Optimization exercise on an open flow, not production practice.
RTL: at most simulated, not proved equivalent.
Power: default activity.

==> design.v <==
`timescale 1ns/1ps
module axi_stream_insert_header #(
parameter DATA_WD = 256,
parameter DATA_BYTE_WD = DATA_WD / 8,
parameter BYTE_CNT_WD = $clog2(DATA_BYTE_WD)
) (
input clk,
input rst_n,
input valid_in,
input [DATA_WD-1 : 0] data_in,
input [DATA_BYTE_WD-1 : 0] keep_in,
input last_in,
output ready_in,
output valid_out,
output [DATA_WD-1 : 0] data_out,
output [DATA_BYTE_WD-1 : 0] keep_out,
output last_out,
input ready_out,
input valid_insert,
input [DATA_WD-1 : 0] data_insert,
input [DATA_BYTE_WD-1 : 0] keep_insert,
input [BYTE_CNT_WD-1 : 0] byte_insert_cnt,
output ready_insert
);
reg [BYTE_CNT_WD-1 : 0] byte_insert_cnt_r;
reg valid_in_r;
reg ready_in_r;
reg valid_s;
reg valid_s_r;
wire valid_s1;
reg [(DATA_WD << 1)-1:0] data_r;
reg [(DATA_BYTE_WD << 1)-1:0] keep_r;
reg valid_out_r;
reg [DATA_WD-1:0] data_out_r;
reg [DATA_BYTE_WD-1:0] keep_out_r;
reg last_out_r;
assign ready_in = ready_out;
assign ready_insert = ready_out;
always @(posedge clk, negedge rst_n) begin
    if(!rst_n)
    valid_in_r <= 1'b0;
	else 
	valid_in_r <= valid_in;
end
always @(posedge clk, negedge rst_n) begin
    if(!rst_n)
    ready_in_r <= 1'b0;
	else 
	ready_in_r <= ready_in;
end
always @(posedge clk, negedge rst_n) begin
    if(!rst_n)
	byte_insert_cnt_r <= {(BYTE_CNT_WD){1'b0}};
	else if(!valid_s & valid_insert & valid_in & ready_in & ready_insert)
	byte_insert_cnt_r <= byte_insert_cnt;
end
always @(posedge clk, negedge rst_n) begin
    if(!rst_n)
    valid_s <= 1'b0;
    else if(last_in & valid_in & ready_in)
    valid_s <= 1'b0;
    else if(valid_insert & valid_in & ready_insert & ready_in)
    valid_s <= 1'b1;
end
always @(posedge clk, negedge rst_n) begin
    if(!rst_n)
    valid_s_r <= 1'b0;
	else 
	valid_s_r <= valid_s;
end
assign valid_s1 = valid_s | valid_s_r;
always @(posedge clk, negedge rst_n) begin
    if(!rst_n)begin
        data_r <= {(DATA_WD << 1){1'b0}};
        keep_r <= {(DATA_BYTE_WD << 1){1'b0}};
    end
    else if(!valid_s & valid_insert & valid_in & ready_in & ready_insert)begin
        data_r <= {data_insert, data_in};
        keep_r <= {keep_insert, keep_in};
    end
    else if(valid_s & valid_in & ready_in)begin
        data_r <= {data_r[DATA_WD-1:0], data_in};
        keep_r <= {keep_r[DATA_BYTE_WD-1:0], keep_in};
    end
end
always @(posedge clk, negedge rst_n) begin
    if(!rst_n)
    last_out_r <= 1'b0;
    else if(last_in & valid_in & ready_in & !keep_r[byte_insert_cnt_r])
    last_out_r <= 1'b1;
	else if(!valid_s1 & keep_r[byte_insert_cnt_r] & ready_in_r)
	last_out_r <= 1'b1;
    else
    last_out_r <= 1'b0;
end
assign last_out = last_out_r;
always @(posedge clk, negedge rst_n) begin
	if(!rst_n)begin
		data_out_r <= {DATA_WD{1'b0}};
		keep_out_r <= {DATA_BYTE_WD{1'b0}};
   end
   else if(valid_s1 & valid_in_r & ready_in_r)begin
        data_out_r <= data_r >> ((byte_insert_cnt_r + 1) << 3);
        keep_out_r <= keep_r >> (byte_insert_cnt_r + 1);
   end
   else if(!valid_s1 & keep_r[byte_insert_cnt_r] & ready_in_r)begin
		data_out_r <= data_r << ((DATA_BYTE_WD-1-byte_insert_cnt_r) << 3);
		keep_out_r <= keep_r << (DATA_BYTE_WD-1-byte_insert_cnt_r);
	end
end
assign data_out = data_out_r;
assign keep_out = keep_out_r;
always @(posedge clk, negedge rst_n) begin
	if(!rst_n)
	valid_out_r <= 1'b0;
	else if(valid_s1 & valid_in_r & ready_in_r)
	valid_out_r <= 1'b1;
	else if(!valid_s1 & keep_r[byte_insert_cnt_r] & ready_in_r)
	valid_out_r <= 1'b1;
	else
	valid_out_r <= 1'b0;
end
assign valid_out = valid_out_r;
endmodule
==> run.sh <==
#!/bin/bash
# synth_recipe.tcl (not shown) runs the flow's synth.tcl, then flattens the netlist and writes it again
# the make line also repeats each setting of config.mk as NAME=value (left out here)
make -C /OpenROAD-flow-scripts/flow DESIGN_CONFIG=/design/flow/config.mk WORK_HOME=/design/flow/orfs CLKGATE_MAP_FILE= SYNTH_SCRIPT=/design/flow/synth_recipe.tcl finish
==> config.mk <==
export PLATFORM = sky130hd
export DESIGN_NAME = axi_stream_insert_header
export DESIGN_NICKNAME = axi_stream_insert_header
export VERILOG_FILES = /design/flow/design.v
export SDC_FILE = /design/flow/constraint.sdc
export NUM_CORES = 4
export LEC_CHECK = 0
export CAP_MARGIN = 20
export CORE_MARGIN = 2
export CORE_UTILIZATION = 25
export SLEW_MARGIN = 20
==> constraint.sdc <==
create_clock -name core_clock -period 5.0 [get_ports {clk}]
set_input_delay 1.0000 -clock core_clock [delete_from_list [all_inputs] [get_ports {clk}]]
set_output_delay 1.0000 -clock core_clock [all_outputs]
set_load 0.01 [all_outputs]
==> tab_implementation.tex, run 1 <==
\begin{tabular}{lr}
\hline
Metric & Value \\
\hline
\multicolumn{2}{l}{\textbf{Clock network}} \\
Number of clock sinks & 875 \\
Number of levels the H-tree was split into & 3 \\
Clock slew at reported path FFs & 0.06 ns \\
Cell chosen for the clock root & sky130\_fd\_sc\_hd\_\_clkbuf\_16 \\
Clock tree from TritonCTS & built \\
\# hold bufs at CTS & 0 \\
Number of buffers added for setup after CTS & 0 \\
Clock insertion delay at the later pin of the skew report & 0.90 ns \\
CTS-repair resized insts & 0 \\
Inserted Clock Buffers & 109 \\
Maximum number of buffers from clock root to sink & 4 \\
\multicolumn{2}{l}{\textbf{Route}} \\
Wire length per cell after detailed routing & 50.2 um \\
Sum of routed wire length over all layers & 584000 um \\
Number of search-and-repair iterations in the first detailed-routing pass & 7 \\
DR vias & 75300 \\
Antenna violation net count after detailed routing & 0 \\
Number of remaining DRC errors & 0 \\
Number of vias per cell & 6.48 \\
Starting DRC count in detailed routing & 13200 \\
\multicolumn{2}{l}{\textbf{Logic synthesis}} \\
Cell taking the most area after synthesis & sky130\_fd\_sc\_hd\_\_dfrtp\_1 \\
Leading register cell type out of synthesis & sky130\_fd\_sc\_hd\_\_dfrtp\_1 \\
Leading cell types by total area after synthesis & sky130\_fd\_sc\_hd\_\_dfrtp\_1, sky130\_fd\_sc\_hd\_\_mux4\_2, sky130\_fd\_sc\_hd\_\_mux2\_2 \\
Post-synthesis sequential element count & 875 \\
Share of Yosys cell area claimed by the top area cell type & 30.2\% \\
Number of enable flip-flop cells after synthesis & 0 \\
Synth Area per Inst & 10.6 um\^{}2 \\
Synth cell types & 75 \\
Library cell with the highest instance count after synthesis & sky130\_fd\_sc\_hd\_\_mux2\_2 \\
Count of synthesis-stage warnings from yosys & 1 \\
Most common library cells after synthesis & sky130\_fd\_sc\_hd\_\_mux2\_2, sky130\_fd\_sc\_hd\_\_dfrtp\_1, sky130\_fd\_sc\_hd\_\_mux2i\_1, sky130\_fd\_sc\_hd\_\_mux4\_2, sky130\_fd\_sc\_hd\_\_o21ai\_0 \\
Sequential share of the synthesized area & 30.2\% \\
Synthesized netlist cell count & 6863 \\
Simple-Gate Fraction of Synth Area & 7.75\% \\
Adder and majority cell fraction of the synthesized area & 0\% \\
Post-synthesis instance area & 72500 um\^{}2 \\
Dominant combinational cell family by area after synthesis & multiplexers \\
Mux contribution to synthesized area & 38.6\% \\
Async set-reset flop share out of synthesis & 100\% \\
Share of the synthesized netlist area taken by xor and xnor gates & 0\% \\
Compound-Gate Fraction of Synth Area & 18.6\% \\
Syn Nets & 7450 \\
\multicolumn{2}{l}{\textbf{Power and ir drop}} \\
Static Leak & 35.5 nW \\
Largest voltage drop on the vdd net & 0.371 mV \\
Total power divided by cell area & 665 nW/um\^{}2 \\
\multicolumn{2}{l}{\textbf{Global routing}} \\
Remaining global-route overflow & 0 \\
Wire length of the first global-routing pass & 744000 um \\
Met2 capacity usage during global routing & 48.3\% \\
Met3 Use GR & 17.9\% \\
Via count of the first global-routing pass & 69000 \\
Initial antenna violation count & 118 \\
Most crowded layer after global routing & met1 \\
Met1 Usage GRT & 53.9\% \\
Global-route total usage across every layer & 38.3\% \\
Pin count of the biggest net entering global routing & 198 \\
\multicolumn{2}{l}{\textbf{Final layout}} \\
Number of nets in the finished design & 8289 \\
Final core utilization & 31.9\% \\
Area growth from synthesis to layout & 27.0\% \\
Number of cells in the finished layout apart from fillers & 11600 \\
Share of post-route cells with drive strength above 1 & 28.8\% \\
\multicolumn{2}{l}{\textbf{Setup path}} \\
Worst path top cell family by delay & multiplexers \\
Slowest Stage Delay on Critical Path & 0.90 ns \\
Worst path slowest cell & sky130\_fd\_sc\_hd\_\_o21ai\_0 \\
Reg-to-Reg End & data\_out\_r[233] \\
Critical-path maximum fanout & 63 \\
Required time of the worst setup path & 5.69 ns \\
Reg-to-reg startpoint & byte\_insert\_cnt\_r[0] \\
CP bufs+invs & 2 \\
WS Path Type & reg -> reg \\
Arrival time worst endpoint & 5.21 ns \\
Slack of the worst reg-to-reg path & 0.48 ns \\
Number of cells on the worst reg-to-reg path & 8 \\
Critical path cell sequence & buf\_12 -> mux4\_2 -> mux2\_2 -> o21ai\_0 -> buf\_4 -> o22ai\_1 -> nor3\_1 -> mux2i\_1 \\
Sort of element at the start of the critical path & register \\
Setup crit end kind & register \\
\multicolumn{2}{l}{\textbf{Timing}} \\
Relative slew slack & 10.1\% \\
Setup skew after layout & 0.0694 ns \\
Hold WS & 0.0604 ns \\
Number of pins with negative max-slew slack in the final report & 0 \\
Number of hold violations in the final report & 0 \\
TNS Setup & 0 ns \\
Clock period minus final worst setup slack & 4.52 ns \\
RSZ-0062 raised after global routing & no \\
Final worst path period share & 90.5\% \\
Highest achievable clock rate & 221 MHz \\
Setup violations, final & 0 \\
Actual slew at the worst max-slew pin & 1.34 ns \\
\multicolumn{2}{l}{\textbf{Placed design}} \\
Placed Instances & 11400 \\
Post-detailed-placement half-perimeter wirelength & 474000 um \\
Final estimated routing congestion in global placement & 1.09 \\
IO buf count & 878 \\
\multicolumn{2}{l}{\textbf{Floorplan}} \\
Total Die Area & 295000 um\^{}2 \\
Initial core utilization & 25.2\% \\
Core area & 288000 um\^{}2 \\
Row Count & 197 \\
IO Count & 879 \\
Die extent in y & 543 um \\
Horizontal extent of the die & 543 um \\
\multicolumn{2}{l}{\textbf{Flow run}} \\
Number of max-capacitance violations reported & 0 \\
\multicolumn{2}{l}{\textbf{Status}} \\
Run status & timing/DRC/antenna clean \\
\multicolumn{2}{l}{\textbf{Worst hold path}} \\
Worst hold path type & in -> async \\
\hline
\end{tabular}
## per-stage QoR
stage / setup slack (ns) / area [um^2] / total power [mW]
after floorplan: 2.23 / 72500 / 29.0
after global placement: 0.449 / 88300 / 50.3
after detailed placement: 0.694 / 88300 / 50.4
after CTS: 0.694 / 91900 / 58.8
after global routing: 0.559 / 92000 / 61.6
final: 0.476 / 92100 / 61.2
## power by group
part           total (mW)  switching, mW  internal, mW
clock network        8.35           3.61          4.74
registers            16.4           6.96          9.42
logic                36.5           22.2          14.3
## metal layers
layer | share of wire (%) | vias to the layer above
li1 | - | 28900
met1 | 43 | 39600
met2 | 37 | 6011
met3 | 14 | 791
met4 | 5.4 | 52
met5 | 0.14 | -
## cell families (layout without fill, tap and decap cells)
group | count (synthesis) | in the layout
mux | 2065 | 2065
compound gates | 1995 | 1995
simple gates | 1158 | 1158
flops | 875 | 875
buf+inv | 770 | 1692
other cells | 0 | 60
## layout by cell type (no fill, tap or decap), drive strengths merged, types with 146 or more instances in the layout
cell,Yosys,final
clkdlybuf4s50,0,876
nand2,342,342
nor2,270,270
nor2b,299,299
clkbuf,426,146
mux4,496,496
mux2,891,891
o21ai,460,460
dfrtp,875,875
a22oi,395,395
buf,322,600
mux2i,678,678
a31oi,323,323
## state kept, by name, summed over array words and instances (netlist names)
signal and count:
byte_insert_cnt_r 5, data_out_r 256, data_r 512, keep_out_r 32, keep_r 64, last_out_r 1
ready_in_r 1, valid_in_r 1, valid_out_r 1, valid_s 1, valid_s_r 1
## how the worst max path moves through the flow
stage	start	endpoint	slack, ns	depth (start not counted)
2_1_floorplan	byte_insert_cnt_r[0]	data_out_r[2]	2.23	11
6_report	byte_insert_cnt_r[0]	data_out_r[233]	0.48	8
3_5_place_dp	byte_insert_cnt_r[0]	data_out_r[233]	0.69	8
5_1_grt	byte_insert_cnt_r[0]	data_out_r[233]	0.56	8
3_3_place_gp	byte_insert_cnt_r[0]	data_out_r[135]	0.45	10
4_1_cts	byte_insert_cnt_r[0]	data_out_r[233]	0.69	8
## final cells by class
cell class / count / area [um^2]
clock buffer: 146 / 3080
inverter: 22 / 108
timing repair buffer: 1476 / 14200
sequential: 875 / 21900
tap: 3781 / 4730
multi-input combinational: 5218 / 47400
antenna: 60 / 150
fill: 29300 / 196000
clock inverter: 48 / 561
==> run 2: changes to the inputs <==
==> design.v (replaced) <==
`timescale 1ns/1ps
module axi_stream_insert_header #(
parameter DATA_WD = 256,
parameter DATA_BYTE_WD = DATA_WD / 8,
parameter BYTE_CNT_WD = $clog2(DATA_BYTE_WD)
) (
input clk,
input rst_n,
input valid_in,
input [DATA_WD-1 : 0] data_in,
input [DATA_BYTE_WD-1 : 0] keep_in,
input last_in,
output ready_in,
output valid_out,
output [DATA_WD-1 : 0] data_out,
output [DATA_BYTE_WD-1 : 0] keep_out,
output last_out,
input ready_out,
input valid_insert,
input [DATA_WD-1 : 0] data_insert,
input [DATA_BYTE_WD-1 : 0] keep_insert,
input [BYTE_CNT_WD-1 : 0] byte_insert_cnt,
output ready_insert
);
localparam LW = 9;
localparam NB = DATA_BYTE_WD;
assign ready_in = ready_out;
assign ready_insert = ready_out;
reg valid_s;        
reg valid_s_r;      
reg kflag;          
reg valid_out_r;
reg [BYTE_CNT_WD-1:0] cnt_r;
reg acc_r;          
reg rdy_r;          
reg last_out_r;
reg [NB*LW-1:0] hi_r;
reg [NB*LW-1:0] lo_r;
reg [NB*LW-1:0] out_r;
wire acc = valid_in & ready_out;
wire hdr = ~valid_s & valid_insert & acc;
wire en  = acc & (valid_s | valid_insert);
wire mode = valid_s | valid_s_r;
wire [NB*LW-1:0] in_l, ins_l;
genvar g;
generate for (g = 0; g < NB; g = g + 1) begin : pk
    assign in_l[g*LW +: LW]  = {keep_in[g], data_in[g*8 +: 8]};
    assign ins_l[g*LW +: LW] = {keep_insert[g], data_insert[g*8 +: 8]};
end endgenerate
wire [BYTE_CNT_WD-1:0] ksel = valid_s ? cnt_r : byte_insert_cnt;
always @(posedge clk, negedge rst_n) begin
    if (!rst_n) begin
        valid_s <= 1'b0;
        valid_s_r <= 1'b0;
        kflag <= 1'b0;
        valid_out_r <= 1'b0;
    end else begin
        if (last_in & acc)
            valid_s <= 1'b0;
        else if (valid_insert & acc)
            valid_s <= 1'b1;
        valid_s_r <= valid_s;
        if (en)
            kflag <= keep_in[ksel];
        valid_out_r <= rdy_r & (mode ? acc_r : kflag);
    end
end
always @(posedge clk) begin
    acc_r <= acc;
    rdy_r <= ready_out;
    if (hdr)
        cnt_r <= byte_insert_cnt;
    last_out_r <= (last_in & acc & ~kflag) | (~mode & kflag & rdy_r);
    if (en) begin
        hi_r <= valid_s ? lo_r : ins_l;
        lo_r <= in_l;
    end
end
wire [NB*LW-1:0] eh = mode ? hi_r : lo_r;
wire [NB*LW-1:0] el = mode ? lo_r : {NB*LW{1'b0}};
wire [2*NB*LW-1:0] e = {eh, el};
wire [(2*NB-1)*LW-1:0] s0 = e[2*NB*LW-1:LW];            
wire [(NB+15)*LW-1:0] s1 = cnt_r[4] ? s0[(NB+31)*LW-1:16*LW] : s0[(NB+15)*LW-1:0];
wire [(NB+7)*LW-1:0]  s2 = cnt_r[3] ? s1[(NB+15)*LW-1:8*LW]  : s1[(NB+7)*LW-1:0];
wire [(NB+3)*LW-1:0]  s3 = cnt_r[2] ? s2[(NB+7)*LW-1:4*LW]   : s2[(NB+3)*LW-1:0];
wire [(NB+1)*LW-1:0]  s4 = cnt_r[1] ? s3[(NB+3)*LW-1:2*LW]   : s3[(NB+1)*LW-1:0];
wire [NB*LW-1:0]      s5 = cnt_r[0] ? s4[(NB+1)*LW-1:1*LW]   : s4[NB*LW-1:0];
always @(posedge clk)
    out_r <= s5;
generate for (g = 0; g < NB; g = g + 1) begin : upk
    assign data_out[g*8 +: 8] = out_r[g*LW +: 8];
    assign keep_out[g] = out_r[g*LW + 8];
end endgenerate
assign valid_out = valid_out_r;
assign last_out = last_out_r;
endmodule
==> run 2 against run 1 <==
Still clean on timing, DRC and antenna. Utilization is 1.4 points higher. Hold slack improved by 0.48 ns. Die area shrank 29%. Synthesized cell count is 34% lower. Sequential power is 45% lower. Cell count decreased by 29%. Critical path type unchanged. Critical endpoint is now out_r[81].
==> tab_implementation.tex, run 2 <==
\begin{tabular}{lr}
\hline
Metric & Value \\
\hline
\multicolumn{2}{l}{\textbf{Global routing}} \\
Remaining global-route overflow & 0 \\
Via count of the first global-routing pass & 46700 \\
Global-route total usage across every layer & 33.3\% \\
Initial antenna violation count & 82 \\
Wire length of the first global-routing pass & 465000 um \\
Pin count of the biggest net entering global routing & 126 \\
\multicolumn{2}{l}{\textbf{Route}} \\
Met3 routed wirelength & 41800 um \\
Number of vias per cell & 5.97 \\
Wire length per cell after detailed routing & 43.9 um \\
DR vias & 49100 \\
Number of remaining DRC errors & 0 \\
Antenna violation net count after detailed routing & 0 \\
Sum of routed wire length over all layers & 361000 um \\
Routed length on met2 & 149000 um \\
DRT met1 WL & 145000 um \\
Starting DRC count in detailed routing & 7894 \\
Max Used Layer & met5 \\
Number of search-and-repair iterations in the first detailed-routing pass & 7 \\
\multicolumn{2}{l}{\textbf{Logic synthesis}} \\
Async set-reset flop share out of synthesis & 0.457\% \\
Post-synthesis sequential element count & 876 \\
Synth cell types & 61 \\
Share of Yosys cell area claimed by the top area cell type & 34.1\% \\
Synth Area per Inst & 11.3 um\^{}2 \\
Cell taking the most area after synthesis & sky130\_fd\_sc\_hd\_\_edfxtp\_1 \\
Most common library cells after synthesis & sky130\_fd\_sc\_hd\_\_mux2i\_1, sky130\_fd\_sc\_hd\_\_edfxtp\_1, sky130\_fd\_sc\_hd\_\_nand2\_1, sky130\_fd\_sc\_hd\_\_mux2\_2, sky130\_fd\_sc\_hd\_\_o22ai\_1 \\
Synthesized netlist cell count & 4520 \\
Syn Nets & 5107 \\
Count of synthesis-stage warnings from yosys & 1 \\
Sequential share of the synthesized area & 45.6\% \\
Number of enable flip-flop cells after synthesis & 581 \\
Leading register cell type out of synthesis & sky130\_fd\_sc\_hd\_\_edfxtp\_1 \\
Post-synthesis instance area & 51200 um\^{}2 \\
Library cell with the highest instance count after synthesis & sky130\_fd\_sc\_hd\_\_mux2i\_1 \\
Leading cell types by total area after synthesis & sky130\_fd\_sc\_hd\_\_edfxtp\_1, sky130\_fd\_sc\_hd\_\_mux2i\_1, sky130\_fd\_sc\_hd\_\_dfxtp\_1 \\
\multicolumn{2}{l}{\textbf{Timing}} \\
Actual slew at the worst max-slew pin & 1.42 ns \\
Clock period minus final worst setup slack & 4.68 ns \\
Post-layout worst setup margin & 0.319 ns \\
Hold WS & 0.538 ns \\
Setup violations, final & 0 \\
Setup skew after layout & 0.0504 ns \\
RSZ-0062 raised after global routing & no \\
Number of pins with negative max-slew slack in the final report & 0 \\
Final worst path period share & 93.6\% \\
Number of hold violations in the final report & 0 \\
Highest achievable clock rate & 214 MHz \\
Relative slew slack & 5.16\% \\
\multicolumn{2}{l}{\textbf{Power and ir drop}} \\
Pwr Total & 24.8 mW \\
Total power divided by cell area & 363 nW/um\^{}2 \\
Largest voltage drop on the vdd net & 0.283 mV \\
Static Leak & 24.6 nW \\
\multicolumn{2}{l}{\textbf{Clock network}} \\
\# hold bufs at CTS & 0 \\
CTS-repair resized insts & 0 \\
Clock slew at reported path FFs & 0.07 ns \\
Number of levels the H-tree was split into & 3 \\
Number of buffers added for setup after CTS & 0 \\
Inserted Clock Buffers & 105 \\
Maximum number of buffers from clock root to sink & 3 \\
Number of clock sinks & 876 \\
Clock tree from TritonCTS & built \\
Clock insertion delay at the later pin of the skew report & 0.82 ns \\
Cell chosen for the clock root & sky130\_fd\_sc\_hd\_\_clkbuf\_16 \\
\multicolumn{2}{l}{\textbf{Floorplan}} \\
Die extent in y & 457 um \\
Core area & 204000 um\^{}2 \\
Horizontal extent of the die & 457 um \\
IO Count & 879 \\
Initial core utilization & 25.1\% \\
Row Count & 166 \\
Total Die Area & 209000 um\^{}2 \\
\multicolumn{2}{l}{\textbf{Final layout}} \\
Number of inserted filler cells in the final layout & 20500 \\
Most used cells in the layout excluding fill and tap cells & sky130\_fd\_sc\_hd\_\_clkdlybuf4s50\_1, sky130\_fd\_sc\_hd\_\_mux2i\_1, sky130\_fd\_sc\_hd\_\_edfxtp\_1 \\
Registers with the highest flip-flop counts & hi\_r (288), lo\_r (288), out\_r (288) \\
Share of post-route cells with drive strength above 1 & 19.8\% \\
Leading cell type in the layout, fill and taps excluded & sky130\_fd\_sc\_hd\_\_clkdlybuf4s50\_1 \\
Area growth from synthesis to layout & 33.0\% \\
Number of nets in the finished design & 6023 \\
\multicolumn{2}{l}{\textbf{Setup path}} \\
Critical-path maximum fanout & 35 \\
Setup crit end kind & register \\
Sort of element at the start of the critical path & register \\
WS Path Type & reg -> reg \\
Required time of the worst setup path & 5.62 ns \\
Arrival time worst endpoint & 5.30 ns \\
\multicolumn{2}{l}{\textbf{Placed design}} \\
Dpl ws & 0.633 ns \\
Post-detailed-placement half-perimeter wirelength & 293000 um \\
IO buf count & 878 \\
Final estimated routing congestion in global placement & 1.11 \\
\multicolumn{2}{l}{\textbf{Worst hold path}} \\
Worst hold path type & reg -> reg \\
\multicolumn{2}{l}{\textbf{Flow run}} \\
Number of max-capacitance violations reported & 0 \\
\multicolumn{2}{l}{\textbf{Status}} \\
Run status & timing/DRC/antenna clean \\
\hline
\end{tabular}
run 2: changes by cell type in the layout (fill, tap and decap cells not counted), moves of 111 or more:
cell	delta
sky130_fd_sc_hd__dfxtp_1	+291
sky130_fd_sc_hd__a31oi_1	-304
sky130_fd_sc_hd__o21ai_0	-312
sky130_fd_sc_hd__a211oi_1	+111
sky130_fd_sc_hd__o22ai_1	+195
sky130_fd_sc_hd__mux2_2	-561
sky130_fd_sc_hd__edfxtp_1	+581
sky130_fd_sc_hd__a22oi_1	-194
sky130_fd_sc_hd__nor2b_1	-281
sky130_fd_sc_hd__dfrtp_1	-867
sky130_fd_sc_hd__mux4_2	-322
sky130_fd_sc_hd__buf_4	-219
run 2: per-stage QoR:
stage          instances  instance area [um^2]  util [%]  TNS, ns
2_1_floorplan       4520                 51300         -  -503.27
3_3_place_gp        8014                 64400      31.6        0
3_5_place_dp        8016                 64500      31.6        0
4_1_cts             8213                 68100      33.3        0
5_1_grt             8216                 68100      33.3        0
6_report            8231                 68100      33.4        0
run 2: path summary, 6_finish.rpt:
path                          endpoint  slack, ns  depth (start not counted)     from
setup / recovery             out_r[81]       0.32                          7  valid_s
max in group asynchronous      valid_s       3.97                          1    rst_n
min in group asynchronous      valid_s       0.57                          1    rst_n
hold / removal             valid_out_r       0.54                          1    rdy_r
hold reg to reg            valid_out_r       0.54                          1    rdy_r
setup reg to reg             out_r[81]       0.32                          7  valid_s
run 2: worst max-delay path, cell delays in order, from the launching register on:
cell and delay [ns]:
sky130_fd_sc_hd__dfrtp_4 0.71, sky130_fd_sc_hd__nor2_4 0.46, sky130_fd_sc_hd__buf_4 0.64, sky130_fd_sc_hd__mux2i_4 0.67, sky130_fd_sc_hd__mux2i_1 0.14, sky130_fd_sc_hd__o21ai_0 0.88
sky130_fd_sc_hd__mux2i_1 0.34, sky130_fd_sc_hd__mux2i_1 0.59
run 2: cell type report:
class                           count  area (um^2)  share of cell area, %
Multi-Input combinational cell   3229        26000                   38.2
Clock inverter                     65          764                   1.12
Clock buffer                      132         2820                   4.14
Timing Repair Buffer             1214        11700                   17.2
Inverter                           10         55.1                 0.0808
Tap cell                         2688         3360                   4.94
Sequential cell                   876        23400                   34.3
Antenna cell                       17         42.5                 0.0625
run 2: logic make-up after synthesis:
family                 count (synthesis)  share of synthesized area, %
multiplexers                        1153                          28.0
AND/OR/NAND/NOR                      850                          6.85
flip-flops                           876                          45.6
AO/OA/AOI/OAI                       1226                          15.6
buffers and inverters                415                          4.01
run 2: routing by layer:
layer  global-route usage (%)  vias to the layer above
met5                        0                        -
met4                     19.3                       60
met3                     11.6                      835
met2                     47.7                     3869
met1                     43.2                    24800
li1                         -                    19500
run 2: power by group:
part / switching, mW / total, mW / internal, mW
registers: 0.686 / 9.09 / 8.41
clock network: 3.53 / 8.15 / 4.62
logic: 4.69 / 7.51 / 2.82
total: 8.91 / 24.8 / 15.8
==> run 3: changes to the inputs <==
==> design.v (replaced) <==
`timescale 1ns/1ps
module axi_stream_insert_header #(
parameter DATA_WD = 256,
parameter DATA_BYTE_WD = DATA_WD / 8,
parameter BYTE_CNT_WD = $clog2(DATA_BYTE_WD)
) (
input clk,
input rst_n,
input valid_in,
input [DATA_WD-1 : 0] data_in,
input [DATA_BYTE_WD-1 : 0] keep_in,
input last_in,
output ready_in,
output valid_out,
output [DATA_WD-1 : 0] data_out,
output [DATA_BYTE_WD-1 : 0] keep_out,
output last_out,
input ready_out,
input valid_insert,
input [DATA_WD-1 : 0] data_insert,
input [DATA_BYTE_WD-1 : 0] keep_insert,
input [BYTE_CNT_WD-1 : 0] byte_insert_cnt,
output ready_insert
);
localparam LW = 9;
localparam NB = DATA_BYTE_WD;
localparam W  = NB * LW;
assign ready_in = ready_out;
assign ready_insert = ready_out;
reg valid_s;        
reg mode_r;         
reg kflag;          
reg valid_out_r;
reg [BYTE_CNT_WD-1:0] cnt_r;    
reg [BYTE_CNT_WD-1:0] cnt_n;    
reg acc_r;          
reg rdy_r;          
reg last_out_r;
reg [W-1:0] hi_n;   
reg [W-1:0] lo_n;   
reg [W-1:0] out_r;
wire acc = valid_in & ready_out;
wire hdr = ~valid_s & valid_insert & acc;       
wire en  = acc & (valid_s | valid_insert);      
wire vs_next = (last_in & acc) ? 1'b0 : (valid_insert & acc) ? 1'b1 : valid_s;
wire [W-1:0] in_l, ins_l;
genvar g;
generate for (g = 0; g < NB; g = g + 1) begin : pk
    assign in_l[g*LW +: LW]  = {keep_in[g], data_in[g*8 +: 8]};
    assign ins_l[g*LW +: LW] = {keep_insert[g], data_insert[g*8 +: 8]};
end endgenerate
wire ld      = en | (~valid_s & mode_r);    
wire ld_hold = ~ld;
wire hi_in   = hdr & last_in;               
wire hi_ins  = hdr & ~last_in;              
wire hi_lo   = ld & ~hdr;                   
wire lo_in   = ld & (valid_s | hi_ins);
wire [BYTE_CNT_WD-1:0] ksel = valid_s ? cnt_r : byte_insert_cnt;
always @(posedge clk, negedge rst_n) begin
    if (!rst_n) begin
        valid_s <= 1'b0;
        mode_r <= 1'b0;
        kflag <= 1'b0;
        valid_out_r <= 1'b0;
    end else begin
        valid_s <= vs_next;
        mode_r <= vs_next | valid_s;
        if (en)
            kflag <= keep_in[ksel];
        valid_out_r <= rdy_r & (mode_r ? acc_r : kflag);
    end
end
always @(posedge clk) begin
    acc_r <= acc;
    rdy_r <= ready_out;
    if (hdr) begin
        cnt_r <= byte_insert_cnt;
        cnt_n <= ~byte_insert_cnt;
    end
    last_out_r <= (last_in & acc & ~kflag) | (~mode_r & kflag & rdy_r);
    lo_n <= ~((~lo_n & {W{ld_hold}}) | (in_l & {W{lo_in}}));
    hi_n <= ~((in_l & {W{hi_in}}) | (ins_l & {W{hi_ins}}) |
              (~hi_n & {W{ld_hold}}) | (~lo_n & {W{hi_lo}}));
end
wire [(2*NB-1)*LW-1:0] st [0:BYTE_CNT_WD];
assign st[0] = {hi_n, lo_n[W-1:LW]};
genvar k;
generate for (k = BYTE_CNT_WD-1; k >= 0; k = k - 1) begin : sh
    localparam I = BYTE_CNT_WD-1-k;        
    localparam N = (NB + (1 << k) - 1) * LW;    
    assign st[I+1][N-1:0] = ~((st[I][N + (1 << k)*LW - 1 : (1 << k)*LW] | {N{cnt_n[k]}}) &
                              (st[I][N-1:0]                             | {N{cnt_r[k]}}));
    if (N < (2*NB-1)*LW) begin : pad
        assign st[I+1][(2*NB-1)*LW-1:N] = {((2*NB-1)*LW-N){1'b0}};
    end
end endgenerate
wire [W-1:0] win = (BYTE_CNT_WD % 2) ? st[BYTE_CNT_WD][W-1:0] : ~st[BYTE_CNT_WD][W-1:0];
always @(posedge clk)
    out_r <= win;
generate for (g = 0; g < NB; g = g + 1) begin : upk
    assign data_out[g*8 +: 8] = out_r[g*LW +: 8];
    assign keep_out[g] = out_r[g*LW + 8];
end endgenerate
assign valid_out = valid_out_r;
assign last_out = last_out_r;
endmodule
--- a/config.mk
+++ b/config.mk
@@ -9,3 +9,4 @@
 export CORE_MARGIN = 2
 export CORE_UTILIZATION = 25
+export CTS_BUF_LIST = sky130_fd_sc_hd__clkbuf_4 sky130_fd_sc_hd__clkbuf_8
 export SLEW_MARGIN = 20
==> run 3 against run 2 <==
Power is 11% higher. Via count is 1.2% lower. Die area is 19% lower. Register-to-register slack better by 0.66 ns. Critical endpoint is now out_r[244]. Combinational power is 24% higher. Non-clock buffer count is 87 lower. Critical path depth is 1 lower. Critical path type unchanged. Utilization is 0.67 points higher. Cell count is 2.5% lower. Largest power group unchanged. Final area is 18% lower. Hold slack worse by 0.25 ns.
==> tab_implementation.tex, run 3 <==
\begin{tabular}{lr}
\hline
Metric & Value \\
\hline
\multicolumn{2}{l}{\textbf{Clock network}} \\
Cell chosen for the clock root & sky130\_fd\_sc\_hd\_\_clkbuf\_8 \\
Clock slew at reported path FFs & 0.06 ns \\
Inserted Clock Buffers & 161 \\
Clock insertion delay at the later pin of the skew report & 0.96 ns \\
Maximum number of buffers from clock root to sink & 3 \\
\# hold bufs at CTS & 0 \\
Clock tree from TritonCTS & built \\
Number of clock sinks & 881 \\
CTS-repair resized insts & 0 \\
Number of levels the H-tree was split into & 4 \\
Number of buffers added for setup after CTS & 0 \\
\multicolumn{2}{l}{\textbf{Timing}} \\
Highest achievable clock rate & 249 MHz \\
RSZ-0062 raised after global routing & no \\
Hold WS & 0.284 ns \\
TNS Setup & 0 ns \\
Actual slew at the worst max-slew pin & 1.27 ns \\
Setup skew after layout & 0.0719 ns \\
Relative slew slack & 15.2\% \\
Clock period minus final worst setup slack & 4.02 ns \\
Number of pins with negative max-slew slack in the final report & 0 \\
Final worst path period share & 80.5\% \\
Setup violations, final & 0 \\
Number of hold violations in the final report & 0 \\
\multicolumn{2}{l}{\textbf{Power and ir drop}} \\
Largest voltage drop on the vdd net & 0.300 mV \\
Pwr Total & 27.4 mW \\
Internal cell power & 16.3 mW \\
Share of total power in combinational logic & 34.1\% \\
Clock power share & 27.8\% \\
Total power divided by cell area & 488 nW/um\^{}2 \\
Sw power & 11.1 mW \\
Static Leak & 20.3 nW \\
Switching share of total power & 40.4\% \\
Sequential group share of total power & 38.1\% \\
\multicolumn{2}{l}{\textbf{Route}} \\
Antenna violation net count after detailed routing & 0 \\
Wire length per cell after detailed routing & 36.4 um \\
Number of vias per cell & 6.05 \\
Number of search-and-repair iterations in the first detailed-routing pass & 10 \\
Sum of routed wire length over all layers & 292000 um \\
DR vias & 48500 \\
Number of remaining DRC errors & 0 \\
Starting DRC count in detailed routing & 6625 \\
\multicolumn{2}{l}{\textbf{Logic synthesis}} \\
Post-synthesis instance area & 41500 um\^{}2 \\
Synth Area per Inst & 8.28 um\^{}2 \\
Synthesized netlist cell count & 5016 \\
Post-synthesis sequential element count & 881 \\
Synth cell types & 40 \\
Most common library cells after synthesis & sky130\_fd\_sc\_hd\_\_o22ai\_1, sky130\_fd\_sc\_hd\_\_nor2\_1, sky130\_fd\_sc\_hd\_\_dfxtp\_1, sky130\_fd\_sc\_hd\_\_mux2i\_1, sky130\_fd\_sc\_hd\_\_a31oi\_1 \\
Cell taking the most area after synthesis & sky130\_fd\_sc\_hd\_\_dfxtp\_1 \\
Count of synthesis-stage warnings from yosys & 1 \\
Leading register cell type out of synthesis & sky130\_fd\_sc\_hd\_\_dfxtp\_1 \\
Async set-reset flop share out of synthesis & 0.454\% \\
Leading cell types by total area after synthesis & sky130\_fd\_sc\_hd\_\_dfxtp\_1, sky130\_fd\_sc\_hd\_\_o22ai\_1, sky130\_fd\_sc\_hd\_\_nor2\_1 \\
Share of Yosys cell area claimed by the top area cell type & 41.8\% \\
Number of enable flip-flop cells after synthesis & 10 \\
Sequential share of the synthesized area & 42.8\% \\
Syn Nets & 5603 \\
Library cell with the highest instance count after synthesis & sky130\_fd\_sc\_hd\_\_o22ai\_1 \\
\multicolumn{2}{l}{\textbf{Floorplan}} \\
Total Die Area & 169000 um\^{}2 \\
Initial core utilization & 25.2\% \\
Core area & 165000 um\^{}2 \\
Row Count & 149 \\
Horizontal extent of the die & 412 um \\
Die extent in y & 412 um \\
IO Count & 879 \\
\multicolumn{2}{l}{\textbf{Flow run}} \\
Number of max-capacitance violations reported & 0 \\
\multicolumn{2}{l}{\textbf{Placed design}} \\
IO buf count & 878 \\
Post-detailed-placement half-perimeter wirelength & 235000 um \\
Final estimated routing congestion in global placement & 1.09 \\
Placed Instances & 7726 \\
\multicolumn{2}{l}{\textbf{Setup path}} \\
Reg-to-reg startpoint & cnt\_r[4] \\
Setup crit end kind & register \\
Reg-to-Reg End & out\_r[244] \\
Required time of the worst setup path & 5.78 ns \\
Arrival time worst endpoint & 4.80 ns \\
WS Path Type & reg -> reg \\
Slack of the worst reg-to-reg path & 0.98 ns \\
Sort of element at the start of the critical path & register \\
Critical-path maximum fanout & 85 \\
Number of cells on the worst reg-to-reg path & 6 \\
\multicolumn{2}{l}{\textbf{Final layout}} \\
Registers with the highest flip-flop counts & hi\_n (288), lo\_n (288), out\_r (288) \\
Share of post-route cells with drive strength above 1 & 9.30\% \\
Number of nets in the finished design & 6287 \\
Number of cells in the finished layout apart from fillers & 8026 \\
Most used cells in the layout excluding fill and tap cells & sky130\_fd\_sc\_hd\_\_o22ai\_1, sky130\_fd\_sc\_hd\_\_nor2\_1, sky130\_fd\_sc\_hd\_\_clkdlybuf4s50\_1 \\
Leading cell type in the layout, fill and taps excluded & sky130\_fd\_sc\_hd\_\_o22ai\_1 \\
Area growth from synthesis to layout & 35.2\% \\
\multicolumn{2}{l}{\textbf{Status}} \\
Run status & timing/DRC/antenna clean \\
\multicolumn{2}{l}{\textbf{Global routing}} \\
Global-route total usage across every layer & 32.8\% \\
Wire length of the first global-routing pass & 382000 um \\
Via count of the first global-routing pass & 45000 \\
Initial antenna violation count & 41 \\
Pin count of the biggest net entering global routing & 213 \\
Remaining global-route overflow & 0 \\
\multicolumn{2}{l}{\textbf{Worst hold path}} \\
Worst hold path type & in -> async \\
\hline
\end{tabular}
-- run 3: changes by cell type in the layout (fill, tap and decap cells not counted), sizes merged, moves of 146 or more --
| cell | change |
|---|---|
| a22oi | -201 |
| mux4 | -174 |
| dfxtp | +576 |
| mux2 | -319 |
| a21oi | -225 |
| edfxtp | -571 |
| o21ai | -154 |
| a31oi | +270 |
| o22ai | +1647 |
| a211oi | -146 |
| nand2 | -422 |
| nor2 | +635 |
| mux2i | -369 |
-- run 3: worst max-delay path by stage --
stage / startpoint / end / slack (ns) / depth (start not counted)
floorplan: valid_in / cnt_n[0] / 2.48 / 8
global placement: ready_out / hi_n[5] / 1.27 / 8
detailed placement: ready_out / hi_n[77] / 1.24 / 8
CTS: cnt_r[4] / out_r[62] / 1.40 / 6
global route: cnt_r[4] / out_r[73] / 1.13 / 6
finish: cnt_r[4] / out_r[244] / 0.98 / 6
-- run 3: critical path: stages (launching register included) --
cell and delay (ns):
sky130_fd_sc_hd__edfxtp_1 0.83, sky130_fd_sc_hd__buf_12 0.41, sky130_fd_sc_hd__o22ai_1 0.98, sky130_fd_sc_hd__o22ai_1 0.29
sky130_fd_sc_hd__o22ai_1 0.37, sky130_fd_sc_hd__o22ai_1 0.22, sky130_fd_sc_hd__o22ai_1 0.67
-- run 3: routing by layer --
layer / global-route usage (%) / up-vias / share of wire [%]
met3: 10.7 / 747 / 10
met4: 24.2 / 22 / 8.8
met1: 38.6 / 23500 / 38
met5: 0.848 / - / 0.050
li1: - / 21100 / -
met2: 49.6 / 3158 / 43
-- run 3: cell families after synthesis --
kind of cell | after synthesis | share of synthesized area, %
AO/OA/AOI/OAI | 2302 | 34.7
buffers and inverters | 618 | 7.00
flip-flops | 881 | 42.8
multiplexers | 291 | 7.03
AND/OR/NAND/NOR | 924 | 8.48
-- run 3: area by class of cell --
class                           instances  area (um^2)
Inverter                               12         45.0
Sequential cell                       881        17800
Clock buffer                          240         3000
Timing Repair Buffer                 1127        11100
Antenna cell                           20         50.0
Fill cell                           17300       109000
Tap cell                             2189         2740
Clock inverter                         40          498
Multi-Input combinational cell       3517        20900
-- run 3: power groups by stage --
stage               Clock (mW)  Combinational, mW  Sequential [mW]
floorplan                    0               4.21             9.86
global placement             0               8.87             10.5
detailed placement           0               8.92             10.5
CTS                       7.72               8.93             10.4
global route              8.05               9.50             10.6
finish                    7.62               9.34             10.4
-- run 3: per-stage QoR --
step / cell area [um^2] / setup slack [ns] / util, %
after floorplan: 41500 / 2.48 / -
after CTS: 56100 / 1.40 / 34.0
after detailed placement: 52600 / 1.24 / 31.9
after global routing: 56100 / 1.13 / 34.0
after global placement: 52600 / 1.27 / 31.9
final: 56200 / 0.977 / 34.0
==> run 4: changes to the inputs <==
--- a/design.v
+++ b/design.v
@@ -56,4 +56,9 @@
 wire hi_lo   = ld & ~hdr;                   
 wire lo_in   = ld & (valid_s | hi_ins);
+wire [W-1:0] hi_d, lo_d;
+axi_stream_insert_header_load #(.W(W)) u_load (
+    .hi_n(hi_n), .lo_n(lo_n), .in_l(in_l), .ins_l(ins_l),
+    .hold_n(ld), .hi_in(hi_in), .hi_ins(hi_ins), .hold(ld_hold), .hi_lo_n(~hi_lo), .lo_in(lo_in),
+    .hi_d(hi_d), .lo_d(lo_d));
 wire [BYTE_CNT_WD-1:0] ksel = valid_s ? cnt_r : byte_insert_cnt;
 always @(posedge clk, negedge rst_n) begin
@@ -79,7 +84,6 @@
     end
     last_out_r <= (last_in & acc & ~kflag) | (~mode_r & kflag & rdy_r);
-    lo_n <= ~((~lo_n & {W{ld_hold}}) | (in_l & {W{lo_in}}));
-    hi_n <= ~((in_l & {W{hi_in}}) | (ins_l & {W{hi_ins}}) |
-              (~hi_n & {W{ld_hold}}) | (~lo_n & {W{hi_lo}}));
+    lo_n <= lo_d;
+    hi_n <= hi_d;
 end
 wire [(2*NB-1)*LW-1:0] st [0:BYTE_CNT_WD];
@@ -105,2 +109,35 @@
 assign last_out = last_out_r;
 endmodule
+module axi_stream_insert_header_load #(
+parameter W = 288
+) (
+input [W-1:0] hi_n,
+input [W-1:0] lo_n,
+input [W-1:0] in_l,
+input [W-1:0] ins_l,
+input hold,
+input hold_n,
+input hi_in,
+input hi_ins,
+input hi_lo_n,
+input lo_in,
+output [W-1:0] hi_d,
+output [W-1:0] lo_d
+);
+wire [W-1:0] keep_hi = ~((hi_n | {W{hold_n}}) & (lo_n | {W{hi_lo_n}}));
+axi_stream_insert_header_sel #(.W(W)) u_sel (
+    .in_l(in_l), .ins_l(ins_l), .hi_in(hi_in), .hi_ins(hi_ins), .keep_hi(keep_hi), .hi_d(hi_d));
+assign lo_d = ~((~lo_n & ~{W{hold_n}}) | (in_l & {W{lo_in}}));
+endmodule
+module axi_stream_insert_header_sel #(
+parameter W = 288
+) (
+input [W-1:0] in_l,
+input [W-1:0] ins_l,
+input hi_in,
+input hi_ins,
+input [W-1:0] keep_hi,
+output [W-1:0] hi_d
+);
+assign hi_d = ~((in_l & {W{hi_in}}) | (ins_l & {W{hi_ins}}) | keep_hi);
+endmodule
==> flow/run.sh (new file) <==
#!/bin/bash
# The standard layout (standard.sh), with two changes to how the layout
# is made: the port buffers use the smallest buffer cell, and clock tree
# synthesis adds no dummy loads and builds the tree from clkbuf_4/clkbuf_8.
set -euo pipefail
bash standard.sh \
  "BUFFER_PORTS_ARGS=-buffer_cell sky130_fd_sc_hd__buf_1" \
  "CTS_ARGS=-sink_clustering_enable -repair_clock_nets -dont_use_dummy_load -buf_list {sky130_fd_sc_hd__clkbuf_4 sky130_fd_sc_hd__clkbuf_8}" \
  finish > standard_flow.log 2>&1
==> standard.sh (new file) <==
#!/bin/bash
# synth_recipe.tcl (not shown) runs the flow's synth.tcl, then flattens the netlist and writes it again
# the make line also repeats each setting of config.mk as NAME=value (left out here)
make -C /OpenROAD-flow-scripts/flow DESIGN_CONFIG=/design/flow/config.mk WORK_HOME=/design/flow/orfs CLKGATE_MAP_FILE= SYNTH_SCRIPT=/design/flow/synth_recipe.tcl "${@:-finish}"
--- a/config.mk
+++ b/config.mk
@@ -8,5 +8,5 @@
 export CAP_MARGIN = 20
 export CORE_MARGIN = 2
-export CORE_UTILIZATION = 25
-export CTS_BUF_LIST = sky130_fd_sc_hd__clkbuf_4 sky130_fd_sc_hd__clkbuf_8
+export CORE_UTILIZATION = 45
 export SLEW_MARGIN = 20
+export SYNTH_HIERARCHICAL = 1
removed: run.sh
==> run 4 against run 3 <==
Still clean on timing, DRC and antenna. Maximum frequency fell by 0.77%. Flip-flop and latch count unchanged. Final area is 21% lower. Critical path type unchanged. Largest cell class unchanged.
==> tab_implementation.tex, run 4 <==
\begin{tabular}{lr}
\hline
Metric & Value \\
\hline
\multicolumn{2}{l}{\textbf{Status}} \\
Run status & timing/DRC/antenna clean \\
\multicolumn{2}{l}{\textbf{Clock network}} \\
Number of levels the H-tree was split into & 4 \\
Clock slew at reported path FFs & 0.06 ns \\
Number of buffers added for setup after CTS & 0 \\
Clock tree from TritonCTS & built \\
Cell chosen for the clock root & sky130\_fd\_sc\_hd\_\_clkbuf\_8 \\
Inserted Clock Buffers & 147 \\
Number of clock sinks & 881 \\
Clock insertion delay at the later pin of the skew report & 0.89 ns \\
Maximum number of buffers from clock root to sink & 3 \\
\multicolumn{2}{l}{\textbf{Final layout}} \\
Fin area & 44400 um\^{}2 \\
Share of post-route cells with drive strength above 1 & 6.79\% \\
Number of nets in the finished design & 5303 \\
Most used cells in the layout excluding fill and tap cells & sky130\_fd\_sc\_hd\_\_o22ai\_1, sky130\_fd\_sc\_hd\_\_buf\_1, sky130\_fd\_sc\_hd\_\_dfxtp\_1 \\
Sequential cell area & 17800 um\^{}2 \\
Area growth from synthesis to layout & 13.8\% \\
Leading cell type in the layout, fill and taps excluded & sky130\_fd\_sc\_hd\_\_o22ai\_1 \\
Area of combinational cells with multiple inputs & 18200 um\^{}2 \\
Number of inserted filler cells in the final layout & 8331 \\
Registers with the highest flip-flop counts & hi\_n (288), lo\_n (288), out\_r (288) \\
Number of cells in the finished layout apart from fillers & 5888 \\
\multicolumn{2}{l}{\textbf{Worst hold path}} \\
End point of the most critical hold path & hi\_n[43] \\
Depth of the worst hold-timing path & 2 \\
Worst hold path type & in -> reg \\
HP Start & data\_insert[39] \\
\multicolumn{2}{l}{\textbf{Floorplan}} \\
Core area & 85500 um\^{}2 \\
IO Count & 879 \\
Total Die Area & 89100 um\^{}2 \\
Horizontal extent of the die & 298 um \\
Initial core utilization & 45.6\% \\
Row Count & 107 \\
Die extent in y & 298 um \\
\multicolumn{2}{l}{\textbf{Placed design}} \\
Post-detailed-placement half-perimeter wirelength & 180000 um \\
Placed Instances & 5709 \\
IO buf count & 878 \\
Placed Area & 42300 um\^{}2 \\
Final estimated routing congestion in global placement & 1.09 \\
\multicolumn{2}{l}{\textbf{Logic synthesis}} \\
Synth Area per Inst & 9.47 um\^{}2 \\
Syn Nets & 4709 \\
Count of synthesis-stage warnings from yosys & 7 \\
Post-synthesis instance area & 39000 um\^{}2 \\
Synthesized netlist cell count & 4122 \\
\multicolumn{2}{l}{\textbf{Power and ir drop}} \\
Static Leak & 14.7 nW \\
Total power divided by cell area & 527 nW/um\^{}2 \\
Largest voltage drop on the vdd net & 0.365 mV \\
\multicolumn{2}{l}{\textbf{Global routing}} \\
Pin count of the biggest net entering global routing & 214 \\
Via count of the first global-routing pass & 38900 \\
Remaining global-route overflow & 0 \\
Initial antenna violation count & 47 \\
Global-route total usage across every layer & 48.6\% \\
Wire length of the first global-routing pass & 306000 um \\
\multicolumn{2}{l}{\textbf{Timing}} \\
Clock period minus final worst setup slack & 4.05 ns \\
Number of pins with negative max-slew slack in the final report & 0 \\
Hold WS & 0.296 ns \\
Setup skew after layout & 0.104 ns \\
Setup violations, final & 0 \\
Final worst path period share & 81.1\% \\
Actual slew at the worst max-slew pin & 1.31 ns \\
Number of hold violations in the final report & 0 \\
Relative slew slack & 12.5\% \\
RSZ-0062 raised after global routing & no \\
TNS Setup & 0 ns \\
Highest achievable clock rate & 247 MHz \\
\multicolumn{2}{l}{\textbf{Setup path}} \\
Arrival time worst endpoint & 4.73 ns \\
WS Path Type & reg -> reg \\
Required time of the worst setup path & 5.68 ns \\
Reg-to-Reg End & out\_r[54] \\
Sort of element at the start of the critical path & register \\
Number of cells on the worst reg-to-reg path & 7 \\
Critical-path maximum fanout & 45 \\
Setup crit end kind & register \\
Reg-to-reg startpoint & cnt\_r[4] \\
Slack of the worst reg-to-reg path & 0.95 ns \\
\multicolumn{2}{l}{\textbf{Flow run}} \\
Number of max-capacitance violations reported & 0 \\
\multicolumn{2}{l}{\textbf{Route}} \\
Number of search-and-repair iterations in the first detailed-routing pass & 7 \\
Sum of routed wire length over all layers & 230000 um \\
Number of vias per cell & 7.59 \\
Number of remaining DRC errors & 0 \\
Wire length per cell after detailed routing & 39.1 um \\
Antenna violation net count after detailed routing & 0 \\
DR vias & 44700 \\
Starting DRC count in detailed routing & 7796 \\
\hline
\end{tabular}
==> run 4: area by class of cell <==
| class | instances | share of cell area (%) |
|---|---|---|
| antenna | 30 | 0.169 |
| clock buffer | 147 | 4.56 |
| inverter | 12 | 0.101 |
| multi-input combinational | 2655 | 40.9 |
| sequential | 881 | 40.0 |
| tap | 1144 | 3.22 |
| timing repair buffer | 1019 | 11.0 |
==> run 4: how the worst max path moves through the flow <==
| stage | start | to | slack (ns) | cells past startpoint |
|---|---|---|---|---|
| after detailed placement | ready_out | hi_n[104] | 1.31 | 9 |
| after CTS | cnt_r[4] | out_r[141] | 1.51 | 7 |
| after global routing | cnt_r[4] | out_r[54] | 1.04 | 7 |
| after global placement | ready_out | hi_n[248] | 1.40 | 9 |
| after floorplan | valid_in | hi_n[10] | 2.39 | 9 |
| final | cnt_r[4] | out_r[54] | 0.95 | 7 |
==> run 4: repair_timing <==
item / in CTS / in global routing
resized for setup: 0 / 0
hold buffers: 1 / 0
hold endpoints to repair: 4 / 0
==> run 4: per-stage QoR <==
stage	total power, mW	util, %	setup WS (ns)
after floorplan	14.2	-	2.39
after global placement	17.6	49.4	1.40
after detailed placement	17.7	49.4	1.31
after CTS	22.8	51.8	1.51
after global routing	23.9	51.9	1.04
final	23.4	51.9	0.945
==> run 4: power by group <==
part           total [mW]  switching, mW  internal [mW]
Clock                5.29           2.71           2.58
Sequential           10.2           1.40           8.78
Combinational        7.92           5.10           2.82
Total                23.4           9.21           14.2
==> run 4: per-layer routing <==
layer	track usage (%)	wire length (um)	up-vias
li1	-	-	18700
met1	62.7	87400	21600
met2	68.0	93600	3647
met3	16.0	30300	711
met4	34.2	18700	34
met5	1.01	322	-
==> run 4: worst max-delay path: stages (launching register included) <==
cell and delay (ns):
sky130_fd_sc_hd__edfxtp_1 0.90, sky130_fd_sc_hd__buf_12 0.33, sky130_fd_sc_hd__buf_4 0.26, sky130_fd_sc_hd__o22ai_1 0.24
sky130_fd_sc_hd__o22ai_1 1.06, sky130_fd_sc_hd__o22ai_1 0.46, sky130_fd_sc_hd__o22ai_1 0.45, sky130_fd_sc_hd__o22ai_1 0.15
==> run 5: changes to the inputs <==
==> flow/run.sh (replaced) <==
#!/bin/bash
# The standard layout (standard.sh), with two changes to how the layout
# is made: the port buffers use the smallest buffer cell, and clock tree
# synthesis adds no dummy loads, clusters up to 16 registers per leaf buffer
# and builds the tree from clkbuf_4/clkbuf_8.
set -euo pipefail
bash standard.sh \
  "BUFFER_PORTS_ARGS=-buffer_cell sky130_fd_sc_hd__buf_1" \
  "CTS_ARGS=-sink_clustering_enable -repair_clock_nets -dont_use_dummy_load -sink_clustering_size 16 -sink_clustering_max_diameter 100 -buf_list {sky130_fd_sc_hd__clkbuf_4 sky130_fd_sc_hd__clkbuf_8}" \
  finish > standard_flow.log 2>&1
--- a/config.mk
+++ b/config.mk
@@ -6,7 +6,7 @@
 export NUM_CORES = 4
 export LEC_CHECK = 0
-export CAP_MARGIN = 20
+export CAP_MARGIN = 35
 export CORE_MARGIN = 2
 export CORE_UTILIZATION = 45
-export SLEW_MARGIN = 20
+export SLEW_MARGIN = 25
 export SYNTH_HIERARCHICAL = 1
==> run 5 against run 4 <==
Utilization is 1.2 points lower. Die area stayed put. Largest power group unchanged. Global-route usage decreased by 0.33 points. Wire length decreased by 0.24%. Largest cell class unchanged. Power fell by 7.4%. Critical path depth unchanged.
==> tab_implementation.tex, run 5 <==
\begin{tabular}{lr}
\hline
Metric & Value \\
\hline
\multicolumn{2}{l}{\textbf{Status}} \\
Run status & timing/DRC/antenna clean \\
\multicolumn{2}{l}{\textbf{Floorplan}} \\
Die extent in y & 298 um \\
Row Count & 107 \\
IO Count & 879 \\
Horizontal extent of the die & 298 um \\
Initial core utilization & 45.6\% \\
Total Die Area & 89100 um\^{}2 \\
Core area & 85500 um\^{}2 \\
\multicolumn{2}{l}{\textbf{Setup path}} \\
Worst path slowest cell & sky130\_fd\_sc\_hd\_\_edfxtp\_1 \\
Most common cell type on the critical path & sky130\_fd\_sc\_hd\_\_o22ai\_1 \\
Setup crit end kind & register \\
Required time of the worst setup path & 5.53 ns \\
Critical-path maximum fanout & 45 \\
Arrival time worst endpoint & 4.39 ns \\
WS Path Type & reg -> reg \\
Critical path cell sequence & buf\_12 -> buf\_4 -> o22ai\_1 -> o22ai\_1 -> o22ai\_1 -> o22ai\_1 -> o22ai\_1 \\
Sort of element at the start of the critical path & register \\
Slowest Stage Delay on Critical Path & 0.91 ns \\
\multicolumn{2}{l}{\textbf{Global routing}} \\
Remaining global-route overflow & 0 \\
Initial antenna violation count & 47 \\
Wire length of the first global-routing pass & 305000 um \\
Global-route total usage across every layer & 48.3\% \\
Via count of the first global-routing pass & 38200 \\
Pin count of the biggest net entering global routing & 214 \\
\multicolumn{2}{l}{\textbf{Timing}} \\
Clock period minus final worst setup slack & 3.86 ns \\
Actual slew at the worst max-slew pin & 1.12 ns \\
Highest achievable clock rate & 259 MHz \\
Setup skew after layout & 0.0876 ns \\
Relative slew slack & 25.2\% \\
RSZ-0062 raised after global routing & no \\
Setup violations, final & 0 \\
Final worst path period share & 77.2\% \\
Post-layout worst setup margin & 1.14 ns \\
Hold WS & 0.0835 ns \\
Number of pins with negative max-slew slack in the final report & 0 \\
TNS Setup & 0 ns \\
Number of hold violations in the final report & 0 \\
\multicolumn{2}{l}{\textbf{Placed design}} \\
IO buf count & 878 \\
Post-detailed-placement half-perimeter wirelength & 180000 um \\
Final estimated routing congestion in global placement & 1.09 \\
Placed Area & 42300 um\^{}2 \\
Dpl ws & 1.32 ns \\
Placed Instances & 5714 \\
\multicolumn{2}{l}{\textbf{Route}} \\
Wire length per cell after detailed routing & 39.6 um \\
Sum of routed wire length over all layers & 230000 um \\
Number of vias per cell & 7.67 \\
Starting DRC count in detailed routing & 7559 \\
Number of search-and-repair iterations in the first detailed-routing pass & 7 \\
Antenna violation net count after detailed routing & 0 \\
DR vias & 44600 \\
Number of remaining DRC errors & 0 \\
\multicolumn{2}{l}{\textbf{Clock network}} \\
Number of buffers added for setup after CTS & 0 \\
Clock slew at reported path FFs & 0.11 ns \\
Clock insertion delay at the later pin of the skew report & 0.76 ns \\
Cell chosen for the clock root & sky130\_fd\_sc\_hd\_\_clkbuf\_8 \\
\# hold bufs at CTS & 0 \\
Clock tree from TritonCTS & built \\
Number of levels the H-tree was split into & 3 \\
Inserted Clock Buffers & 66 \\
CTS-repair resized insts & 0 \\
Maximum number of buffers from clock root to sink & 3 \\
Number of clock sinks & 881 \\
\multicolumn{2}{l}{\textbf{Final layout}} \\
Registers with the highest flip-flop counts & hi\_n (288), lo\_n (288), out\_r (288) \\
Share of post-route cells with drive strength above 1 & 5.39\% \\
Final core utilization & 50.7\% \\
Most used cells in the layout excluding fill and tap cells & sky130\_fd\_sc\_hd\_\_o22ai\_1, sky130\_fd\_sc\_hd\_\_buf\_1, sky130\_fd\_sc\_hd\_\_dfxtp\_1 \\
Number of inserted filler cells in the final layout & 8324 \\
Number of nets in the finished design & 5231 \\
Number of cells in the finished layout apart from fillers & 5812 \\
Leading cell type in the layout, fill and taps excluded & sky130\_fd\_sc\_hd\_\_o22ai\_1 \\
Area growth from synthesis to layout & 11.2\% \\
Fin area & 43400 um\^{}2 \\
\multicolumn{2}{l}{\textbf{Flow run}} \\
Number of max-capacitance violations reported & 0 \\
\multicolumn{2}{l}{\textbf{Logic synthesis}} \\
Synth Area per Inst & 9.47 um\^{}2 \\
Synthesized netlist cell count & 4122 \\
Syn Nets & 4709 \\
Count of synthesis-stage warnings from yosys & 7 \\
Post-synthesis instance area & 39000 um\^{}2 \\
\multicolumn{2}{l}{\textbf{Worst hold path}} \\
Worst hold path type & in -> async \\
\multicolumn{2}{l}{\textbf{Power and ir drop}} \\
Switching share of total power & 41.0\% \\
Total power divided by cell area & 500 nW/um\^{}2 \\
Clock power share & 16.4\% \\
Share of total power in combinational logic & 36.7\% \\
Static Leak & 14.2 nW \\
Largest voltage drop on the vdd net & 0.285 mV \\
Internal cell power & 12.8 mW \\
Pwr Total & 21.7 mW \\
Sw power & 8.88 mW \\
Sequential group share of total power & 46.8\% \\
\hline
\end{tabular}
-- run 5: layout make-up --
class,instances,area [um^2],area share [%]
multi-input cells,2655,18200,41.9
repair buffers,1028,4990,11.5
diodes,26,65.1,0.150
well taps,1144,1430,3.30
flip-flops and latches,881,17800,40.9
clock buffers,66,908,2.09
inverters,12,45.0,0.104
-- run 5: worst paths after layout --
| path | start | to | slack [ns] | cells after the start |
|---|---|---|---|---|
| max | cnt_r[4] | out_r[127] | 1.14 | 7 |
| min | rst_n | valid_out_r | 0.08 | 1 |
| max reg2reg | cnt_r[4] | out_r[127] | 1.14 | 7 |
| min reg2reg | lo_n[1] | lo_n[1] | 0.48 | 1 |
| max in group asynchronous | rst_n | kflag | 4.69 | 1 |
| min in group core_clock | ready_out | rdy_r | 0.40 | 1 |
-- run 5: critical path, delay by kind of cell, from the launching register on --
family                 cells  cell delay (ns)
buffers and inverters      2             0.59
AO/OA/AOI/OAI              5             2.14
flip-flops                 1             0.91
-- run 5: per-layer routing --
| metal | vias up | global-route usage (%) | wire [um] |
|---|---|---|---|
| met5 | - | 0 | 172 |
| met4 | 26 | 30.0 | 17700 |
| met3 | 611 | 14.6 | 28900 |
| met2 | 3698 | 69.1 | 94700 |
| met1 | 21800 | 63.4 | 88400 |
| li1 | 18500 | - | - |
-- run 5: power groups by stage --
stage	Sequential, mW	Combinational, mW	Clock [mW]
global route	10.3	8.00	3.77
finish	10.2	7.96	3.56
global placement	10.2	7.37	0
CTS	10.1	7.47	3.54
floorplan	9.91	4.34	0
detailed placement	10.2	7.43	0
==> run 6: changes to the inputs <==
==> flow/run.sh (replaced) <==
#!/bin/bash
# The standard layout (standard.sh), with two changes to how the layout
# is made: the port buffers use the smallest buffer cell, and clock tree
# synthesis adds no dummy loads, clusters up to 12 registers per leaf buffer
# and builds the tree from clkbuf_4/clkbuf_8.
set -euo pipefail
bash standard.sh \
  "BUFFER_PORTS_ARGS=-buffer_cell sky130_fd_sc_hd__buf_1" \
  "CTS_ARGS=-sink_clustering_enable -repair_clock_nets -dont_use_dummy_load -sink_clustering_size 12 -sink_clustering_max_diameter 80 -buf_list {sky130_fd_sc_hd__clkbuf_4 sky130_fd_sc_hd__clkbuf_8}" \
  finish > standard_flow.log 2>&1
--- a/config.mk
+++ b/config.mk
@@ -6,5 +6,5 @@
 export NUM_CORES = 4
 export LEC_CHECK = 0
-export CAP_MARGIN = 35
+export CAP_MARGIN = 30
 export CORE_MARGIN = 2
 export CORE_UTILIZATION = 45
==> run 6 against run 5 <==
First-iteration DRC count grew 0.69%. Clock skew grew 0.012 ns. Non-clock buffer count shrank 4. Sequential share of layout area shrank 0.26 points. Synthesized area is the same. Critical endpoint unchanged. Highest routed layer unchanged.
==> tab_implementation.tex, run 6 <==
\begin{tabular}{lr}
\hline
Metric & Value \\
\hline
\multicolumn{2}{l}{\textbf{Setup path}} \\
Slack of the worst reg-to-reg path & 1.08 ns \\
Critical-path maximum fanout & 45 \\
Reg-to-reg startpoint & cnt\_r[4] \\
Required time of the worst setup path & 5.55 ns \\
Sort of element at the start of the critical path & register \\
Number of cells on the worst reg-to-reg path & 7 \\
WS Path Type & reg -> reg \\
Reg-to-Reg End & out\_r[127] \\
Critical path cell sequence & buf\_12 -> buf\_4 -> o22ai\_1 -> o22ai\_1 -> o22ai\_1 -> o22ai\_1 -> o22ai\_1 \\
Most common cell type on the critical path & sky130\_fd\_sc\_hd\_\_o22ai\_1 \\
Setup crit end kind & register \\
Slowest Stage Delay on Critical Path & 1.02 ns \\
Arrival time worst endpoint & 4.47 ns \\
Worst path slowest cell & sky130\_fd\_sc\_hd\_\_o22ai\_1 \\
\multicolumn{2}{l}{\textbf{Timing}} \\
Relative slew slack & 16.6\% \\
Setup violations, final & 0 \\
Actual slew at the worst max-slew pin & 1.25 ns \\
Clock period minus final worst setup slack & 3.92 ns \\
Setup skew after layout & 0.0993 ns \\
RSZ-0062 raised after global routing & no \\
Highest achievable clock rate & 255 MHz \\
Number of hold violations in the final report & 0 \\
Number of pins with negative max-slew slack in the final report & 0 \\
TNS Setup & 0 ns \\
Final worst path period share & 78.4\% \\
\multicolumn{2}{l}{\textbf{Floorplan}} \\
Total Die Area & 89100 um\^{}2 \\
Core area & 85500 um\^{}2 \\
IO Count & 879 \\
Horizontal extent of the die & 298 um \\
Row Count & 107 \\
Die extent in y & 298 um \\
Initial core utilization & 45.6\% \\
\multicolumn{2}{l}{\textbf{Clock network}} \\
Number of clock sinks & 881 \\
\# hold bufs at CTS & 0 \\
Clock insertion delay at the later pin of the skew report & 0.78 ns \\
Number of buffers added for setup after CTS & 0 \\
CTS-repair resized insts & 0 \\
Inserted Clock Buffers & 86 \\
Number of levels the H-tree was split into & 3 \\
Clock tree from TritonCTS & built \\
Maximum number of buffers from clock root to sink & 3 \\
Cell chosen for the clock root & sky130\_fd\_sc\_hd\_\_clkbuf\_8 \\
Clock slew at reported path FFs & 0.09 ns \\
\multicolumn{2}{l}{\textbf{Placed design}} \\
IO buf count & 878 \\
Post-detailed-placement half-perimeter wirelength & 180000 um \\
Final estimated routing congestion in global placement & 1.09 \\
Placed Instances & 5711 \\
\multicolumn{2}{l}{\textbf{Route}} \\
DR vias & 44800 \\
Number of search-and-repair iterations in the first detailed-routing pass & 6 \\
Wire length per cell after detailed routing & 39.5 um \\
Sum of routed wire length over all layers & 230000 um \\
Starting DRC count in detailed routing & 7611 \\
Antenna violation net count after detailed routing & 0 \\
Number of vias per cell & 7.68 \\
Number of remaining DRC errors & 0 \\
\multicolumn{2}{l}{\textbf{Power and ir drop}} \\
Static Leak & 14.3 nW \\
Sw power & 8.98 mW \\
Internal cell power & 13.1 mW \\
Sequential group share of total power & 45.9\% \\
Total power divided by cell area & 506 nW/um\^{}2 \\
Share of total power in combinational logic & 36.1\% \\
Clock power share & 18.0\% \\
Switching share of total power & 40.6\% \\
Largest voltage drop on the vdd net & 0.264 mV \\
\multicolumn{2}{l}{\textbf{Logic synthesis}} \\
Syn Nets & 4709 \\
Count of synthesis-stage warnings from yosys & 7 \\
Synth Area per Inst & 9.47 um\^{}2 \\
Post-synthesis instance area & 39000 um\^{}2 \\
Synthesized netlist cell count & 4122 \\
\multicolumn{2}{l}{\textbf{Final layout}} \\
Registers with the highest flip-flop counts & hi\_n (288), lo\_n (288), out\_r (288) \\
Most used cells in the layout excluding fill and tap cells & sky130\_fd\_sc\_hd\_\_o22ai\_1, sky130\_fd\_sc\_hd\_\_buf\_1, sky130\_fd\_sc\_hd\_\_dfxtp\_1 \\
Area growth from synthesis to layout & 11.9\% \\
Number of cells in the finished layout apart from fillers & 5832 \\
Share of post-route cells with drive strength above 1 & 5.78\% \\
Number of nets in the finished design & 5247 \\
Number of inserted filler cells in the final layout & 8306 \\
Leading cell type in the layout, fill and taps excluded & sky130\_fd\_sc\_hd\_\_o22ai\_1 \\
\multicolumn{2}{l}{\textbf{Status}} \\
Run status & timing/DRC/antenna clean \\
\multicolumn{2}{l}{\textbf{Worst hold path}} \\
Worst hold path type & in -> async \\
\multicolumn{2}{l}{\textbf{Global routing}} \\
Wire length of the first global-routing pass & 305000 um \\
Via count of the first global-routing pass & 38400 \\
Remaining global-route overflow & 0 \\
Initial antenna violation count & 56 \\
Pin count of the biggest net entering global routing & 214 \\
Global-route total usage across every layer & 48.4\% \\
\multicolumn{2}{l}{\textbf{Flow run}} \\
Number of max-capacitance violations reported & 0 \\
\hline
\end{tabular}
-- run 6: final cells by class --
class / instances / area [um^2] / share of cell area [%]
multi-input combinational: 2655 / 18200 / 41.7
sequential: 881 / 17800 / 40.7
timing repair buffer: 1024 / 4960 / 11.4
tap: 1144 / 1430 / 3.28
clock buffer: 86 / 1180 / 2.71
antenna: 30 / 75.1 / 0.172
inverter: 12 / 45.0 / 0.103
-- run 6: how the worst max path moves through the flow --
stage / start / endpoint / slack (ns) / cells after the start
CTS: cnt_r[4] / out_r[141] / 1.53 / 7
floorplan: valid_in / hi_n[10] / 2.39 / 9
finish: cnt_r[4] / out_r[127] / 1.08 / 7
detailed placement: ready_out / hi_n[104] / 1.31 / 9
global placement: ready_out / hi_n[248] / 1.40 / 9
global route: cnt_r[4] / out_r[136] / 1.26 / 7
-- run 6: power groups by stage --
stage / Clock (mW) / Combinational, mW / Sequential, mW
after global placement: 0 / 7.37 / 10.2
after floorplan: 0 / 4.34 / 9.91
after detailed placement: 0 / 7.43 / 10.2
after CTS: 3.97 / 7.46 / 10.1
final: 3.98 / 7.97 / 10.2
after global routing: 4.21 / 8.02 / 10.3
-- run 6: layer usage --
metal | global-route usage [%] | part of all wire (%) | vias to the layer above
li1 | - | - | 18600
met1 | 62.3 | 38 | 21700
met2 | 68.6 | 41 | 3780
met3 | 16.1 | 14 | 689
met4 | 32.3 | 8.1 | 36
met5 | 0 | 0.10 | -
-- run 6: worst max-delay path: cells and delay by family (launching register included) --
family                 cells  cell delay [ns]
flip-flops                 1             0.88
buffers and inverters      2             0.59
AO/OA/AOI/OAI              5             2.23
-- run 6: stage by stage --
stage	setup WS (ns)	hold WS (ns)	util, %	area (um^2)	total power, mW
finish	1.08	0.113	51.0	43600	22.1
detailed placement	1.31	0.466	49.5	42300	17.7
global route	1.26	0.106	51.0	43600	22.5
global placement	1.40	0.463	49.4	42300	17.6
CTS	1.53	0.0736	50.8	43500	21.5
floorplan	2.39	0.443	-	39000	14.2
